Context: an optimization exercise on an open-source flow, tuned for small area, a short achievable clock period and few clock cycles per item. The choices shown serve that exercise and are no tape-out recipe. Only simulation tests tie the RTL to the original design; equivalence was not proved.

== v48 ==
==> flow/design.v (excerpt) <==
module quantsilicon_top (
    input  logic                clk,
    input  logic                rst_n,
    input  logic                in_valid,
    output logic                in_ready,
    input  logic signed [31:0]  price,        
    input  logic signed [31:0]  position,     
    input  logic signed [31:0]  beta,         
    output logic                out_valid,
    input  logic                out_ready,
    output logic signed [31:0]  signal_out,   
    output logic                allow_trade,
    output logic                kill_switch
);
clock: 12.5 ns
lec_check: 0
cap_margin: 20
core_margin: 2
core_utilization: 55
cts_cluster_diameter: 60
cts_cluster_size: 25
slew_margin: 20
synth_hierarchical: 1
synth_minimum_keep_size: 0
standard.sh (not shown) runs the stock make flow with config.mk's settings and CLKGATE_MAP_FILE= SYNTH_SCRIPT=/design/flow/synth_recipe.tcl, a recipe that flattens the netlist after the stock synthesis.
==> flow/flow/run.sh <==
#!/bin/bash
# Layout flow: the standard synthesis, then every cell set to its smallest
# drive strength, then the standard ORFS layout with timing repair aiming
# SETUP_SLACK_MARGIN ns below the clock period (cells on critical paths get
# upsized again) and buf_2 port buffers. Each tool's output goes to a log file
# of its own here.
set -euo pipefail
MARGIN=${MARGIN:-8.6}
bash standard.sh synth > synth.log 2>&1
R=$PWD/orfs/results/$FLOW_PLATFORM/quantsilicon_top/base
DS_IN=$R/1_synth.odb DS_OUT=$R/1_synth.odb \
  openroad -no_init -exit flow/downsize.tcl > downsize.log 2>&1
bash standard.sh SETUP_SLACK_MARGIN=$MARGIN \
  "BUFFER_PORTS_ARGS=-buffer_cell sky130_fd_sc_hd__buf_2" finish > layout.log 2>&1
==> flow/flow/downsize.tcl <==
# Set every cell of the synthesized netlist to the smallest drive strength of
# its type (same function and pins); the timing repair that follows upsizes
# the cells on critical paths again.
set db [ord::get_db]

read_db $::env(DS_IN)
set block [ord::get_db_block]

set n 0
foreach inst [$block getInsts] {
  set m [$inst getMaster]
  set name [$m getName]
  if {![regexp {^(sky130_fd_sc_hd__[a-z0-9]+)_([0-9]+)$} $name -> base drv]} { continue }
  if {[string match "*lpflow*" $name] || [string match "*probe*" $name]} { continue }
  set best $m
  set best_area [expr {[$m getWidth] * [$m getHeight]}]
  foreach d {0 1 2} {
    set cand ${base}_$d
    if {$cand eq $name} { continue }
    set cm [$db findMaster $cand]
    if {$cm eq "NULL"} { continue }
    set a [expr {[$cm getWidth] * [$cm getHeight]}]
    if {$a < $best_area} { set best $cm; set best_area $a }
  }
  if {$best ne $m} { $inst swapMaster $best; incr n }
}
puts "downsize: swapped $n instances"
write_db $::env(DS_OUT)
Testbench counts of v48, summed over its fixed seeds: cycles 24,024, items 24,000.
Edits applied to the flow inputs when going from v48 to v40:
- CORE_UTILIZATION: 55 -> 70
--- a/flow/flow/run.sh
+++ b/flow/flow/run.sh
@@ -6,5 +6,5 @@
 # of its own here.
 set -euo pipefail
-MARGIN=${MARGIN:-8.6}
+MARGIN=${MARGIN:-8.5}
 bash standard.sh synth > synth.log 2>&1
 R=$PWD/orfs/results/$FLOW_PLATFORM/quantsilicon_top/base
[summary]
Diff v48 -> v40 | cell area | down by a few percent. Higher number of fill cells in the layout among v40 and v48: v48. Taking v48 as the reference, in v40 initial antenna violation count shrank by 1, sequential share of layout area saw an increase. Across both runs, logic depth of the worst register-to-register path was lower for v40 than for v48. Between v48 and v40, number of instances in the placed design decreased.
Edits applied to the flow inputs when going from v40 to v58:
- changing CORE_UTILIZATION from 70 to 65
--- a/flow/flow/run.sh
+++ b/flow/flow/run.sh
@@ -6,5 +6,5 @@
 # of its own here.
 set -euo pipefail
-MARGIN=${MARGIN:-8.5}
+MARGIN=${MARGIN:-8.6}
 bash standard.sh synth > synth.log 2>&1
 R=$PWD/orfs/results/$FLOW_PLATFORM/quantsilicon_top/base
==> comparison <==
Looking at die area across v58 and v40, the one that comes out lower is v40. Diff v40 -> v58 | number of resized instances in the post-cts repair step | up by more than 10%. In v58 the share of the clock period used by the worst path after layout turned out 1.1 points lower than in v40. In the metrics for v58 and v40, the one carrying the lower met3 wire length is v40. Having completed the whole flow, v58 delivered a layout that passed the timing, DRC and antenna checks.

==> re-timing with driven ports <==
The flow's constraints put no driver on any port. The routed layouts listed below were extracted and timed again, unchanged, in two steps. Step 1 (the two cells are an assumption about what drives the block):
set clk [get_ports {clk}]
set_driving_cell -lib_cell sky130_fd_sc_hd__clkbuf_16 $clk
set_driving_cell -lib_cell sky130_fd_sc_hd__buf_2 [delete_from_list [all_inputs] $clk]
Step 2, shift: input delay + t, output delay - t, t = (earliest + latest rising clock arrival at the registers) / 2. This alone moves slack from input paths to output paths. Three values: ideal ports, drivers, drivers and shift; two values: the first two.
| run | t (ns) | setup WS [ns] | worst hold slack (ns) | worst setup path at the end | pins driven straight from the clock port |
|---|---|---|---|---|---|
| v48 | 0.649 | 8.576 / 8.576 / 7.986 | 0.358 / 0.358 / 0.358 | input to register | 1 |
| v40 | 0.657 | 8.402 / 8.402 / 7.817 | 0.356 / 0.356 / 0.356 | input to register | 1 |
| v58 | 0.644 | 8.540 / 8.540 / 7.951 | 0.361 / 0.361 / 0.361 | input to register | 1 |
After both steps every run listed still meets setup and hold. For v48, which loses most, drivers alone change the setup slack by 0.000 ns; drivers and shift together by -0.590 ns.
